Source: an optimization exercise on an open RTL-to-GDS flow (aim: small area). Production flows keep margins and buffers that such runs may drop. At most, simulation tests tie the RTL to the original design; equivalence was not proved. The clock port is modelled as an ideal driver; clocking choices that lean on that would not hold on a real chip. No activity file was given, so power comes from the tool's default toggle rates.

==> build 39: inputs <==
## deja_glitch_power
module deja_glitch_power (
	input	wire	clk_i,
	input	wire	rst_i,
	input	wire	stb_i,
	input	wire	we_i,
	input	wire	[3:0] adr_i,
	input	wire	[7:0] dat_i,
	output	reg		ack_o,
	output	reg		[7:0] dat_o,
	input	wire	run_i,
	output	reg		power_o
	);
export LEC_CHECK = 0
export CAP_MARGIN = 20
export CORE_MARGIN = 2
export CORE_UTILIZATION = 40
export CTS_BUF_LIST = sky130_fd_sc_hd__clkbuf_8
export PLACE_DENSITY = 0.6
export SLEW_MARGIN = 20
create_clock -name core_clock -period 6.0 [get_ports {clk_i}]
run.sh (not shown) runs the stock make flow with config.mk's settings and CLKGATE_MAP_FILE= SYNTH_SCRIPT=/design/flow/synth_recipe.tcl, a recipe that flattens the netlist after the stock synthesis.
==> build 41 (differences from build 39) <==
CTS_BUF_LIST = default   (was sky130_fd_sc_hd__clkbuf_8)
==> results.cfg <==
[run_status]
status = timing/DRC/antenna clean

[grt]
grt.total_usage = 0.194
grt_pass1_wl_um = 21900

[timing]
whs_ns = 0.512

[worst_setup_path]
slowest_delay_ns = 0.72

[routing]
wl_per_cell_um = 16.3
drt-total-wl_um = 13200

[layout]
syn2layout_area_growth_pct = 12.5
multi_input_area_share = 0.627

[power_and_ir_drop]
clock_power_share = 0.263

[clock_tree]
cts_root_buffer = clkbuf_16
# the run above: build 41

==> results.cfg <==
[worst_setup_path]
slowest_delay_ns = 0.69

[clock_tree]
cts_root_buffer = clkbuf_8

[timing]
whs_ns = 0.516

[grt]
grt_pass1_wl_um = 21800
grt.total_usage = 0.195

[run_status]
status = timing/DRC/antenna clean

[layout]
syn2layout_area_growth_pct = 10.7
# the run above: build 39



==> trial 57 <==
Another version of the RTL of deja_glitch_power (not shown whole).
export LEC_CHECK = 0
export CAP_MARGIN = 20
export CORE_MARGIN = 2
export CORE_UTILIZATION = 40
export PLACE_DENSITY = 0.6
export SLEW_MARGIN = 20
create_clock -name core_clock -period 6.0 [get_ports {clk_i}]
standard.sh (not shown) runs the stock make flow with config.mk's settings and CLKGATE_MAP_FILE= SYNTH_SCRIPT=/design/flow/synth_recipe.tcl, a recipe that flattens the netlist after the stock synthesis.
==> flow/flow/run.sh <==
#!/bin/bash
# Standard ORFS flow, with one extra step between synthesis and floorplan:
# flow/polar.py re-chooses signal polarities in the synthesized netlist (full
# adders and gates with complemented inputs/outputs) to remove inverters.
# Registers are not touched. Extra make settings (clock tree options, port
# buffer cell) come from flow/make_args.txt, one per line.
# Each tool's output goes to its own log file here.
set -euo pipefail
RES=orfs/results/${FLOW_PLATFORM}/deja_glitch_power/base
LIB=${FLOW_HOME}/platforms/${FLOW_PLATFORM}/lib/sky130_fd_sc_hd__tt_025C_1v80.lib
ARGS=()
if [[ -f flow/make_args.txt ]]; then
  while IFS= read -r line; do
    [[ -n "$line" ]] && ARGS+=("$line")
  done < flow/make_args.txt
fi

bash standard.sh synth > log_synth.txt 2>&1
cp ${RES}/1_2_yosys.v 1_2_yosys_standard.v
yosys -q -l log_yosys_json.txt -p "read_liberty -lib ${LIB}; read_verilog ${RES}/1_2_yosys.v; write_json polar_in.json" > /dev/null 2>&1
python3 flow/polar.py ${LIB} polar_in.json polar_out.json > log_polar.txt 2>&1
yosys -q -l log_yosys_write.txt -p "read_json polar_out.json; write_verilog -noattr -nohex -nodec ${RES}/1_2_yosys.v" > /dev/null 2>&1
rm -f ${RES}/1_synth.odb ${RES}/1_synth.sdc
bash standard.sh "PRE_CTS_TCL=$(pwd)/flow/clock.tcl" "${ARGS[@]}" finish > log_finish.txt 2>&1
==> flow/flow/clock.tcl <==
# PRE_CTS hook: drive all clock sinks from one clock buffer placed at their
# centroid (the clock port then feeds only that buffer).
set block [ord::get_db_block]
set db [ord::get_db]
set clknet [$block findNet clk_i]
set master [$db findMaster $::env(CLOCK_ROOT_BUF)]
set buf [odb::dbInst_create $block $master clk_root_buf]
set newnet [odb::dbNet_create $block clk_root]
$newnet setSigType CLOCK
set sx 0; set sy 0; set n 0
foreach it [$clknet getITerms] {
  set inst [$it getInst]
  set loc [$inst getLocation]
  set sx [expr {$sx + [lindex $loc 0]}]
  set sy [expr {$sy + [lindex $loc 1]}]
  incr n
  $it disconnect
  $it connect $newnet
}
[$buf findITerm A] connect $clknet
[$buf findITerm X] connect $newnet
$buf setLocation [expr {$sx / $n}] [expr {$sy / $n}]
$buf setPlacementStatus PLACED
puts "clock.tcl: $n sinks moved to clk_root driven by $::env(CLOCK_ROOT_BUF)"
==> flow/flow/make_args.txt <==
CLOCK_ROOT_BUF=sky130_fd_sc_hd__clkbuf_16
BUFFER_PORTS_ARGS=-buffer_cell sky130_fd_sc_hd__buf_1
Other scripts of this flow, unchanged in this note and not shown: flow/flow/polar.py
==> inputs of trial 78, as changes to trial 57 <==
--- a/flow/flow/run.sh
+++ b/flow/flow/run.sh
@@ -23,2 +23,2 @@
 rm -f ${RES}/1_synth.odb ${RES}/1_synth.sdc
-bash standard.sh "PRE_CTS_TCL=$(pwd)/flow/clock.tcl" "${ARGS[@]}" finish > log_finish.txt 2>&1
+bash standard.sh "${ARGS[@]}" finish > log_finish.txt 2>&1
==> flow/flow/make_args.txt (replaced) <==
CTS_ARGS=-sink_clustering_enable -sink_clustering_size 32 -sink_clustering_max_diameter 300 -repair_clock_nets -dont_use_dummy_load -buf_list sky130_fd_sc_hd__clkbuf_8 -root_buf sky130_fd_sc_hd__clkbuf_8
BUFFER_PORTS_ARGS=-buffer_cell sky130_fd_sc_hd__buf_1
removed: flow/flow/clock.tcl
==> comparison table <==
quantity                                                                    trial 57   trial 78
Routed wl met2                                                               5.67 mm    5.61 mm
Power consumption                                                            1.12 mW   0.844 mW
Fraction of final layout cells with drive strength greater than 1              7.16%      5.77%
Register-to-register setup slack                                             0.72 ns    0.71 ns
Logic gate share of total power                                                10.9%      14.5%
NumNets Final                                                                    634        633
Clock-pin slew on the worst setup and hold paths                             0.06 ns    0.07 ns
M1 wire length                                                               4.75 mm    4.87 mm
Worst hold slack                                                            0.508 ns   0.510 ns
Outcome                                                     timing/DRC/antenna clean  timing/DRC/antenna clean
Power group with the highest consumption                           the clock network  registers
Drt total wl                                                                 11.2 mm    11.2 mm
Int Power                                                                   0.819 mW   0.601 mW
Function was not checked in any run of this note: the RTL went through the layout flow alone.


==> run a <==
Another version of the RTL of deja_glitch_power (not shown whole).
// deja_glitch_power
module deja_glitch_power (
	input	wire	clk_i,
	input	wire	rst_i,
	input	wire	stb_i,
	input	wire	we_i,
	input	wire	[3:0] adr_i,
	input	wire	[7:0] dat_i,
	output	reg		ack_o,
	output	reg		[7:0] dat_o,
	input	wire	run_i,
	output	reg		power_o
	);
clock: 6.0 ns
lec_check: 0
cap_margin: 0
core_margin: 2
core_utilization: 80
place_density: 0.9
slew_margin: 0
==> flow/flow/run.sh <==
#!/bin/bash
# Standard ORFS flow, with one extra step between synthesis and floorplan:
# flow/polar.py re-chooses signal polarities in the synthesized netlist (full
# adders and gates with complemented inputs/outputs) to remove inverters.
# Registers are not touched. Extra make settings (clock tree options, port
# buffer cell) come from flow/make_args.txt, one per line.
# Each tool's output goes to its own log file here.
set -euo pipefail
RES=orfs/results/${FLOW_PLATFORM}/deja_glitch_power/base
LIB=${FLOW_HOME}/platforms/${FLOW_PLATFORM}/lib/sky130_fd_sc_hd__tt_025C_1v80.lib
ARGS=()
if [[ -f flow/make_args.txt ]]; then
  while IFS= read -r line; do
    [[ -n "$line" ]] && ARGS+=("$line")
  done < flow/make_args.txt
fi

bash standard.sh synth > log_synth.txt 2>&1
cp ${RES}/1_2_yosys.v 1_2_yosys_standard.v
yosys -q -l log_yosys_json.txt -p "read_liberty -lib ${LIB}; read_verilog ${RES}/1_2_yosys.v; write_json polar_in.json" > /dev/null 2>&1
POLAR_ITERS=2000 python3 flow/polar.py ${LIB} polar_in.json polar_out.json --downsize > log_polar.txt 2>&1
# keep the new netlist only if it computes the same flip-flop inputs and outputs
# as the synthesized one on random patterns
if python3 flow/check.py ${LIB} polar_in.json polar_out.json > log_check.txt 2>&1; then
  yosys -q -l log_yosys_write.txt -p "read_json polar_out.json; write_verilog -noattr -nohex -nodec ${RES}/1_2_yosys.v" > /dev/null 2>&1
fi
rm -f ${RES}/1_synth.odb ${RES}/1_synth.sdc
bash standard.sh "PRE_CTS_TCL=$(pwd)/flow/clock.tcl" "${ARGS[@]}" finish > log_finish.txt 2>&1
==> flow/flow/make_args.txt <==
CLOCK_ROOT_BUF=sky130_fd_sc_hd__clkbuf_4
CLOCK_LEAF_BUF=sky130_fd_sc_hd__clkbuf_4
CLOCK_LEAVES=7
BUFFER_PORTS_ARGS=-buffer_cell sky130_fd_sc_hd__buf_1
CTS_ARGS=-clk_nets clk_i -repair_clock_nets
Other scripts of this flow, unchanged in this note and not shown: flow/flow/check.py, flow/flow/clock.tcl, flow/flow/polar.py
==> inputs of run b, as changes to run a <==
==> flow/flow/make_args.txt (replaced) <==
CLOCK_ROOT_BUF=sky130_fd_sc_hd__clkbuf_4
CLOCK_LEAF_BUF=sky130_fd_sc_hd__clkbuf_4
CLOCK_LEAVES=8
BUFFER_PORTS_ARGS=-buffer_cell sky130_fd_sc_hd__buf_1
CTS_ARGS=-clk_nets clk_i -repair_clock_nets
- CORE_UTILIZATION: 80 -> 88
- PLACE_DENSITY: 0.9 -> 0.95
==> summary of the runs <==
- In area after synthesis, run a and run b do not differ.
- Synthesized cell count is the same in run a and run b.
- Run b never finished: it broke off in global routing (5_1_grt). Run a completed with no timing, DRC or antenna violations.


==> 11-23 <==
==> flow/design.v <==
module deja_glitch_power (
	input	wire	clk_i,
	input	wire	rst_i,
	input	wire	stb_i,
	input	wire	we_i,
	input	wire	[3:0] adr_i,
	input	wire	[7:0] dat_i,
	output	reg		ack_o,
	output	reg		[7:0] dat_o,
	input	wire	run_i,	 
	output	reg		power_o
	);
reg		[15:0]	run_cnt;
reg		[15:0]	iter_cnt;	 
reg		[3:0]	state;
reg		[7:0]	size;		 
reg		[7:0]	step;		 
reg				finished;	 
always @ (posedge clk_i)
begin
	power_o		<= power_o;
	run_cnt		<= run_cnt;
	iter_cnt	<= iter_cnt;
	state		<= state;
	size		<= size;
	step		<= step;
	finished	<= finished;
	ack_o		<= 1'b0;
	dat_o		<= dat_o;
	if(rst_i)
	begin
		size		<= 8'd1;
		step		<= 8'd1;
		finished	<= 1'b0;
		power_o		<= 1'b1;
		dat_o		<= 8'd0;
		ack_o		<= 1'b0;
		run_cnt		<= 16'd0;
		iter_cnt	<= 16'd0;
		state		<= 4'd0;
	end
	else
	begin
		if(stb_i && we_i)
		begin
			case(adr_i)
				4'd0:
				begin
					size <= dat_i;
					ack_o <= 1'b1;
				end
				4'd1:
				begin
					step <= dat_i;
					ack_o <= 1'b1;
				end
				default:
				begin
					dat_o <= 8'd0;
					ack_o <= 1'b0;
				end
			endcase
		end
		else if(stb_i && !we_i)
		begin
			case(adr_i)
				4'd0:
				begin
					dat_o <= size;
					ack_o <= 1'b1;
				end
				4'd1:
				begin
					dat_o <= step;
					ack_o <= 1'b1;
				end
				4'd2:
				begin
					dat_o <= {7'd0, finished};
					ack_o <= 1'b1;
				end
				default:
				begin
					dat_o <= 8'd0;
					ack_o <= 1'b0;
				end
			endcase
		end
		case(state)
			4'd0:
			begin
				power_o <= 1'b1;
				finished <= 1'b0;
				if(run_i)
				begin
					if((iter_cnt * step) == 16'd0)
					begin
						power_o <= 1'b0;
					end
					run_cnt <= 16'd1;  
					state <= 4'd1;
				end
			end
			4'd1:
			begin
				run_cnt <= (run_cnt + 16'd1);
				if(!run_i)
				begin
					state <= 4'd2;
				end
				else if(run_cnt == (iter_cnt * step))
				begin
					power_o <= 1'b0;
				end
				else if(run_cnt == ((iter_cnt * step) + size))
				begin
					power_o <= 1'b1;
					state <= 4'd3;
				end
			end
			4'd3:
			begin
				if(!run_i)
				begin
					iter_cnt <= iter_cnt + 16'd1;
					state <= 4'd0;
				end
			end
			4'd2:
			begin
				iter_cnt <= iter_cnt + 16'd1;
				power_o <= 1'b1;
				finished <= 1'b1;
				state <= 4'd0;
			end
		endcase
	end
end
endmodule
==> flow/run.sh <==
#!/bin/bash
# synth_recipe.tcl (not shown) runs the flow's synth.tcl, then flattens the netlist and writes it again
# the make line also repeats each setting of config.mk as NAME=value (left out here)
make -C /OpenROAD-flow-scripts/flow DESIGN_CONFIG=/design/flow/config.mk WORK_HOME=/design/flow/orfs CLKGATE_MAP_FILE= SYNTH_SCRIPT=/design/flow/synth_recipe.tcl finish
==> flow/config.mk <==
export PLATFORM = sky130hd
export DESIGN_NAME = deja_glitch_power
export DESIGN_NICKNAME = deja_glitch_power
export VERILOG_FILES = /design/flow/design.v
export SDC_FILE = /design/flow/constraint.sdc
export NUM_CORES = 4
export LEC_CHECK = 0
export CAP_MARGIN = 20
export CORE_MARGIN = 2
export CORE_UTILIZATION = 40
export PLACE_DENSITY = 0.6
export SLEW_MARGIN = 20
==> flow/constraint.sdc <==
create_clock -name core_clock -period 6.0 [get_ports {clk_i}]
set_input_delay 1.2000 -clock core_clock [delete_from_list [all_inputs] [get_ports {clk_i}]]
set_output_delay 1.2000 -clock core_clock [all_outputs]
set_load 0.01 [all_outputs]
==> 08-25 (differences from 11-23) <==
==> flow/design.v, changed modules only <==
module deja_glitch_power (
	input	wire	clk_i,
	input	wire	rst_i,
	input	wire	stb_i,
	input	wire	we_i,
	input	wire	[3:0] adr_i,
	input	wire	[7:0] dat_i,
	output	reg		ack_o,
	output	reg		[7:0] dat_o,
	input	wire	run_i,
	output	reg		power_o
	);
localparam IDLE = 2'd0, RUN = 2'd1, FIN = 2'd2, RUN_IDLE = 2'd3;
reg	[15:0]	run_cnt;
reg	[15:0]	nit;
reg	[1:0]	state;
reg	[7:0]	size;
reg	[7:0]	step;
reg			finished;
wire [15:0] diff = run_cnt + nit * step;
wire hi0 = (diff[15:8] == 8'd0);
wire eq0 = hi0 && (diff[7:0] == 8'd0);
wire eqs = hi0 && (diff[7:0] == size);
always @(posedge clk_i) begin
	ack_o <= 1'b0;
	if (rst_i) begin
		size <= 8'd1;
		step <= 8'd1;
		finished <= 1'b0;
		power_o <= 1'b1;
		dat_o <= 8'd0;
		run_cnt <= 16'd0;
		nit <= 16'd0;
		state <= IDLE;
	end else begin
		if (stb_i) begin
			if (we_i) begin
				if (adr_i == 4'd0) size <= dat_i;
				if (adr_i == 4'd1) step <= dat_i;
				if (adr_i[3:1] == 3'd0) ack_o <= 1'b1;
				else dat_o <= 8'd0;
			end else begin
				case (adr_i)
				4'd0: dat_o <= size;
				4'd1: dat_o <= step;
				4'd2: dat_o <= {7'd0, finished};
				default: dat_o <= 8'd0;
				endcase
				ack_o <= (adr_i < 4'd3);
			end
		end
		finished <= (state == FIN);
		run_cnt <= (state == RUN) ? run_cnt + 16'd1 : {15'd0, (state == IDLE) & run_i};
		case (state)
		IDLE: begin
			power_o <= !(run_i && eq0);
			if (run_i) state <= RUN;
		end
		RUN: begin
			if (!run_i) state <= FIN;
			else if (eq0) power_o <= 1'b0;
			else if (eqs) begin
				power_o <= 1'b1;
				state <= RUN_IDLE;
			end
		end
		RUN_IDLE: begin
			if (!run_i) begin
				nit <= nit - 16'd1;
				state <= IDLE;
			end
		end
		FIN: begin
			nit <= nit - 16'd1;
			power_o <= 1'b1;
			state <= IDLE;
		end
		endcase
	end
end
endmodule
==> impl_metrics.yaml <==
timing:
  fin_crit_sh_pct: 96.7
layout:
  num-clock-buffers: 9
  comb.multi_input.count: 572
  multi_input_area_share_pct: 63.9
outcome:
  status: "complete, no violations"
synth:
  synth_compound_area_share_pct: 13.6
  syn_inst: 747
  synth_area_leaders: "dfxtp_1 (19%), fa_1 (19%), ha_1 (7.3%), nand2_1 (5.0%), xnor2_1 (4.6%)"
pwr:
  pwr-share-clk_pct: 37.9
setup_path:
  cpMostUsedCell: "fa_1"
the above is filed under 11-23

==> impl_metrics.yaml <==
layout:
  num-clock-buffers: 11
  nets: 822
  comb.multi_input.count: 506
  buffer_area_share_pct: 4.67
  multi_input_area_share_pct: 64.6
outcome:
  status: "complete, no violations"
synth:
  synth_compound_area_share_pct: 8.21
  syn_inst: 690
setup_path:
  crit_path_cell_trace: "and2_1 > fa_1 > inv_1 > fa_1 > inv_1 > fa_1 > inv_1 > fa_1 > inv_1 > ha_1 > and3_4 > a2111oi_2 > a32o_1 > o32ai_1 > nor4_2 > nand2_1 > or4b_1 > a311oi_1"
  r2r-end: "state[1]$_SDFFE_PP0P_"
pwr:
  pwr-share-clk_pct: 36.8
route:
  drt-met1-wl_um: 6470
timing:
  fin_crit_sh_pct: 93.1
  rsz0062_at_grt: "false"
the above is filed under 08-25

Function not checked in 08-25: the RTL went through the layout flow alone.

==> afterwards: timing with drivers on the ports <==
The flow's constraints put no driver on any port. The routed layouts listed below were extracted and timed again, unchanged, in two steps.
Step 1: set_driving_cell puts a clkbuf_16 on clk_i and a buf_2 on each other input, an assumption about the parent block.
Step 2 adds t to the input delays and takes it off the output delays; t is the mean of the earliest and latest rising clock arrival at the registers after step 1. Input paths then give back, and output paths get back, about the clock's delay inside the block.
a / b / c = ideal / step 1 / step 2; a / b = the first two.
| run | shift t [ns] | setup slack, ns | worst setup path after step 2 |
|---|---|---|---|
| build 39 | 0.396 | 0.878 / 0.878 / 0.878 | register to register |
| build 41 | 0.372 | 0.897 / 0.897 / 0.897 | register to register |
| trial 57 | 0.479 | 0.720 / 0.720 / 0.720 | register to register |
| trial 78 | 0.367 | 0.711 / 0.711 / 0.711 | register to register |
| run a | 0.453 | 0.806 / 0.806 / 0.806 | register to register |
| 11-23 | 0.372 | 0.201 / 0.201 / 0.201 | register to register |
| 08-25 | 0.378 | 0.411 / 0.411 / 0.411 | register to register |
After both steps every run listed still meets setup and hold.
